This design comes from an exercise in tuning for small area on the open sky130 flow, not from production work.
Function was checked by simulation only, so behaviour that the tests miss may differ from the original.
Power and IR drop assume default switching activity.

the baseline:
==> module morse, before the edit <==
module morse (
    input wire clk,
    input wire RX,
    input wire[3:0] SW,  
    output wire LED_R,
    output wire LED_G,
    output wire LED_B
);
    wire rst = ~SW[0];
    reg [6:0] fc;
    reg       ft;
    wire fwrap = fc[6] & fc[3] & fc[2] & fc[1];       
    wire ftick = fwrap & ~ft;
    always @(posedge clk) begin
        if (rst) begin
            fc <= 0;
            ft <= 0;
        end else if (fwrap) begin
            fc <= 0;
            ft <= ~ft;
        end else begin
            fc <= fc + 1'b1;
        end
    end
    reg [6:0] pc;
    reg [2:0] q5;
    reg [5:0] q48;
    wire pwrap = &pc[6:2];                            
    wire q5wrap = q5[2];                              
    wire q48wrap = q48[5] & (&q48[3:0]);              
    wire btick = pwrap & q5wrap & ~q48[0];
    wire ltick = pwrap & q48wrap;
    always @(posedge clk) begin
        if (rst) begin
            pc <= 0;
            q5 <= 0;
            q48 <= 6'd24;
        end else if (pwrap) begin
            pc <= 0;
            q5 <= q5wrap ? 3'd0 : q5 + 1'b1;
            q48 <= q48wrap ? 6'd0 : q48 + 1'b1;
        end else begin
            pc <= pc + 1'b1;
        end
    end
    reg prev;
    reg rxv;
    reg [1:0] steady;
    always @(posedge clk) begin
        if (rst) begin
            prev <= 1;
            steady <= 0;
            rxv <= 1;
        end else if (ftick) begin
            if (steady == 2'b11) begin
                rxv <= prev;
                steady <= 0;
            end else if (prev == RX) begin
                steady <= steady + 1'b1;
            end else begin
                steady <= 0;
                prev <= RX;
            end
        end
    end
    reg [8:0] sr;
    reg [5:0] cur;
    wire idle = ~|sr;
    always @(posedge clk) begin
        if (rst) begin
            sr <= 0;
            cur <= 0;
        end else if (btick) begin
            if (sr[0]) begin
                sr <= 0;
                cur <= tr(sr[8:1]);
            end else begin
                sr <= {rxv ^ idle, sr[8:1]};
            end
        end
    end
    reg [4:0] w_addr;
    reg [4:0] r_addr;
    reg [5:0] last;
    reg warn;
    reg tick_d;
    reg rdy;
    reg [5:0] mem0, mem1, mem2, mem3, mem4, mem5, mem6, mem7, mem8, mem9;
    wire [4:0] w_next = {w_addr[3:0], ~w_addr[4]};
    wire [4:0] r_next = {r_addr[3:0], ~r_addr[4]};
    wire [9:0] ws = jdec(w_next);
    wire [9:0] rs = jdec(r_addr);
    wire full = (w_next == r_addr);
    wire pend = (cur != last);
    wire we = pend & ~full;
    always @(posedge clk) begin
        warn <= pend & full;
        tick_d <= ltick;
        if (rst) begin
            w_addr <= 0;
            last <= 0;
            mem0 <= 0;
        end else if (we) begin
            w_addr <= w_next;
            last <= cur;
            if (ws[0]) mem0 <= cur;
        end
        if (rst)
            r_addr <= 0;
        else if (tick_d & rdy & (r_addr != w_addr))
            r_addr <= r_next;
    end
    always @(posedge clk) begin
        if (we) begin
            if (ws[1]) mem1 <= cur;
            if (ws[2]) mem2 <= cur;
            if (ws[3]) mem3 <= cur;
            if (ws[4]) mem4 <= cur;
            if (ws[5]) mem5 <= cur;
            if (ws[6]) mem6 <= cur;
            if (ws[7]) mem7 <= cur;
            if (ws[8]) mem8 <= cur;
            if (ws[9]) mem9 <= cur;
        end
    end
    wire [5:0] code =
        ({6{rs[0]}} & mem0) | ({6{rs[1]}} & mem1) | ({6{rs[2]}} & mem2) |
        ({6{rs[3]}} & mem3) | ({6{rs[4]}} & mem4) | ({6{rs[5]}} & mem5) |
        ({6{rs[6]}} & mem6) | ({6{rs[7]}} & mem7) | ({6{rs[8]}} & mem8) |
        ({6{rs[9]}} & mem9);
    reg [2:0] j;
    reg [1:0] ph;
    wire elem = code[j];
    wire islast = ((code >> 2) >> j) == 0;               
    wire empty = ~|code[5:1];
    wire [1:0] ph_n = (ph == 2'd0 && !elem) ? 2'd3 : ph + 1'b1;
    always @(posedge clk) begin
        if (rst) begin
            rdy <= 1;
        end else if (ltick) begin
            if (rdy) begin
                rdy <= 0;
                j <= 0;
                ph <= 0;
            end else if (ph_n == 2'd3 && islast) begin
                rdy <= 1;
            end else begin
                ph <= ph_n;
                if (ph == 2'd3) j <= j + 1'b1;
            end
        end
    end
    assign LED_B = ~(~rdy & ~empty & (ph != 2'd3));
    assign LED_G = ~rdy;
    assign LED_R = ~warn;
    function [9:0] jdec(input [4:0] x);
        begin
            jdec[0] = ~x[4] & ~x[0];
            jdec[1] =  x[0] & ~x[1];
            jdec[2] =  x[1] & ~x[2];
            jdec[3] =  x[2] & ~x[3];
            jdec[4] =  x[3] & ~x[4];
            jdec[5] =  x[4] &  x[0];
            jdec[6] = ~x[0] &  x[1];
            jdec[7] = ~x[1] &  x[2];
            jdec[8] = ~x[2] &  x[3];
            jdec[9] = ~x[3] &  x[4];
        end
    endfunction
    function [5:0] tr(input [7:0] a);
        begin
            tr[0] = TR0[a];
            tr[1] = TR1[a];
            tr[2] = TR2[a];
            tr[3] = TR3[a];
            tr[4] = TR4[a];
            tr[5] = TR5[a];
        end
    endfunction
    localparam [255:0] TR0 = 256'h000000000000000000000000000000000712e89c0712e89c03c1000000000000;
    localparam [255:0] TR1 = 256'h000000000000000000000000000000000497b4a20497b4a20383000000000000;
    localparam [255:0] TR2 = 256'h0000000000000000000000000000000002a1ee4a02a1ee4a0307000000000000;
    localparam [255:0] TR3 = 256'h0000000000000000000000000000000003ee8c9003ee8c90020f000000000000;
    localparam [255:0] TR4 = 256'h000000000000000000000000000000000743154c0743154c001f000000000000;
    localparam [255:0] TR5 = 256'h00000000000000000000000000000000000000000000000003ff000000000000;
endmodule
clock: 10.0 ns
lec_check: 0
cap_margin: 20
core_margin: 2
core_utilization: 40
cts_buf_list: sky130_fd_sc_hd__clkbuf_4
cts_cluster_diameter: 100
cts_cluster_size: 40
slew_margin: 20
run.sh (not shown) runs the stock make flow with config.mk's settings and CLKGATE_MAP_FILE= SYNTH_SCRIPT=/design/flow/synth_recipe.tcl, a recipe that flattens the netlist after the stock synthesis.
The baseline finished every step from synthesis to the final layout, and the layout passed the timing, design-rule and antenna checks.
--- input diff the baseline..the candidate ---
==> flow/design.v, changed modules only <==
module morse (
    input wire clk,
    input wire RX,
    input wire[3:0] SW,  
    output wire LED_R,
    output wire LED_G,
    output wire LED_B
);
    wire rst = ~SW[0];
    reg [6:0] fc;
    reg       ft;
    wire fwrap = fc[6] & fc[3] & fc[2] & fc[1];       
    wire ftick = fwrap & ~ft;
    always @(posedge clk) begin
        if (rst) begin
            fc <= 0;
            ft <= 0;
        end else if (fwrap) begin
            fc <= 0;
            ft <= ~ft;
        end else begin
            fc <= fc + 1'b1;
        end
    end
    reg [6:0] pc;
    reg [2:0] q5;
    reg [5:0] q48;
    wire pwrap = &pc[6:2];                            
    wire q5wrap = q5[2];                              
    wire q48wrap = q48[5] & (&q48[3:0]);              
    wire btick = pwrap & q5wrap & ~q48[0];
    wire ltick = pwrap & q48wrap;
    always @(posedge clk) begin
        if (rst) begin
            pc <= 0;
            q5 <= 0;
            q48 <= 6'd24;
        end else if (pwrap) begin
            pc <= 0;
            q5 <= q5wrap ? 3'd0 : q5 + 1'b1;
            q48 <= q48wrap ? 6'd0 : q48 + 1'b1;
        end else begin
            pc <= pc + 1'b1;
        end
    end
    reg prev;
    reg rxv;
    reg [1:0] steady;
    always @(posedge clk) begin
        if (rst) begin
            prev <= 1;
            steady <= 0;
            rxv <= 1;
        end else if (ftick) begin
            if (steady == 2'b11) begin
                rxv <= prev;
                steady <= 0;
            end else if (prev == RX) begin
                steady <= steady + 1'b1;
            end else begin
                steady <= 0;
                prev <= RX;
            end
        end
    end
    reg [8:0] sr;
    reg [5:0] cur;
    wire idle = ~|sr;
    always @(posedge clk) begin
        if (rst) begin
            sr <= 0;
            cur <= 0;
        end else if (btick) begin
            if (sr[0]) begin
                sr <= 0;
                cur <= tr(sr[8:1]);
            end else begin
                sr <= {rxv ^ idle, sr[8:1]};
            end
        end
    end
    reg [4:0] w_addr;
    reg [4:0] r_addr;
    reg [4:0] phase;
    reg [5:0] last;
    reg warn;
    reg tick_d;
    reg rdy;
    reg [59:0] ring;
    reg [5:0] bcode;
    wire [4:0] w_next = {w_addr[3:0], ~w_addr[4]};
    wire [4:0] r_next = {r_addr[3:0], ~r_addr[4]};
    wire full = (w_next == r_addr);
    wire pend = (cur != last);
    wire we = pend & ~full;
    wire [5:0] port = ring[59:54];
    always @(posedge clk) begin
        warn <= pend & full;
        tick_d <= ltick;
        if (rst) begin
            w_addr <= 0;
            last <= 0;
        end else if (we) begin
            w_addr <= w_next;
            last <= cur;
        end
        if (rst)
            r_addr <= 0;
        else if (tick_d & rdy & (r_addr != w_addr))
            r_addr <= r_next;
        if (rst)
            phase <= 0;
        else
            phase <= {phase[3:0], ~phase[4]};
        ring <= {ring[53:0], (phase == w_addr) ? last : port};
    end
    reg [1:0] ph;
    wire elem = bcode[0];
    wire islast = ~|bcode[5:2];
    wire empty = ~|bcode[5:1];
    wire [1:0] ph_n = (ph == 2'd0 && !elem) ? 2'd3 : ph + 1'b1;
    always @(posedge clk) begin
        if (rst) begin
            rdy <= 1;
        end else if (ltick) begin
            if (rdy) begin
                rdy <= 0;
                ph <= 0;
            end else if (ph_n == 2'd3 && islast) begin
                rdy <= 1;
            end else begin
                ph <= ph_n;
                if (ph == 2'd3) bcode <= bcode >> 1;
            end
        end
        if (rdy && phase == r_addr)
            bcode <= port;
    end
    assign LED_B = ~(~rdy & ~empty & (ph != 2'd3));
    assign LED_G = ~rdy;
    assign LED_R = ~warn;
    function [5:0] tr(input [7:0] a);
        begin
            tr[0] = TR0[a];
            tr[1] = TR1[a];
            tr[2] = TR2[a];
            tr[3] = TR3[a];
            tr[4] = TR4[a];
            tr[5] = TR5[a];
        end
    endfunction
    localparam [255:0] TR0 = 256'h000000000000000000000000000000000712e89c0712e89c03c1000000000000;
    localparam [255:0] TR1 = 256'h000000000000000000000000000000000497b4a20497b4a20383000000000000;
    localparam [255:0] TR2 = 256'h0000000000000000000000000000000002a1ee4a02a1ee4a0307000000000000;
    localparam [255:0] TR3 = 256'h0000000000000000000000000000000003ee8c9003ee8c90020f000000000000;
    localparam [255:0] TR4 = 256'h000000000000000000000000000000000743154c0743154c001f000000000000;
    localparam [255:0] TR5 = 256'h00000000000000000000000000000000000000000000000003ff000000000000;
endmodule
### Flow results
[compare] base=the baseline new=the candidate: fmax moved up; layout clock buffer count moved up; setup slack moved up; total die area moved down. Changes observed in the candidate relative to the baseline: combinational group share of total power higher; number of buffers other than clock buffers in the final layout barely changed. Delta (the candidate minus the baseline): share of the synthesized area in compound gates (AO/OA/AOI/OAI) shrank by 4.7 points; critical path depth went down; share of layout cells above drive strength 1 rose 1.7 points. Overall routed net length: lower on the candidate. Post-synthesis to final-layout area growth (higher): the candidate.

what the ideal ports hide:
The results above use ideal ports. As a check the final layouts listed here were re-extracted and re-timed, cells and wires unchanged.
Step 1, drivers: a clkbuf_16 drives clk and a buf_2 each remaining input, both assumed.
Step 2 adds t to the input delays and takes it off the output delays; t is the mean of the earliest and latest rising clock arrival at the registers after step 1. Input paths then give back, and output paths get back, about the clock's delay inside the block.
Slacks: no drivers / after step 1 / after step 2; pairs: no drivers / after step 1.
run	t (ns)	setup WS [ns]	worst register clock-pin slew, ns
the baseline	0.569	4.716 / 4.682 / 5.251	0.12 / 0.12
the candidate	0.549	5.893 / 5.857 / 6.134	0.11 / 0.11
After both steps setup and hold are still met in every run listed.
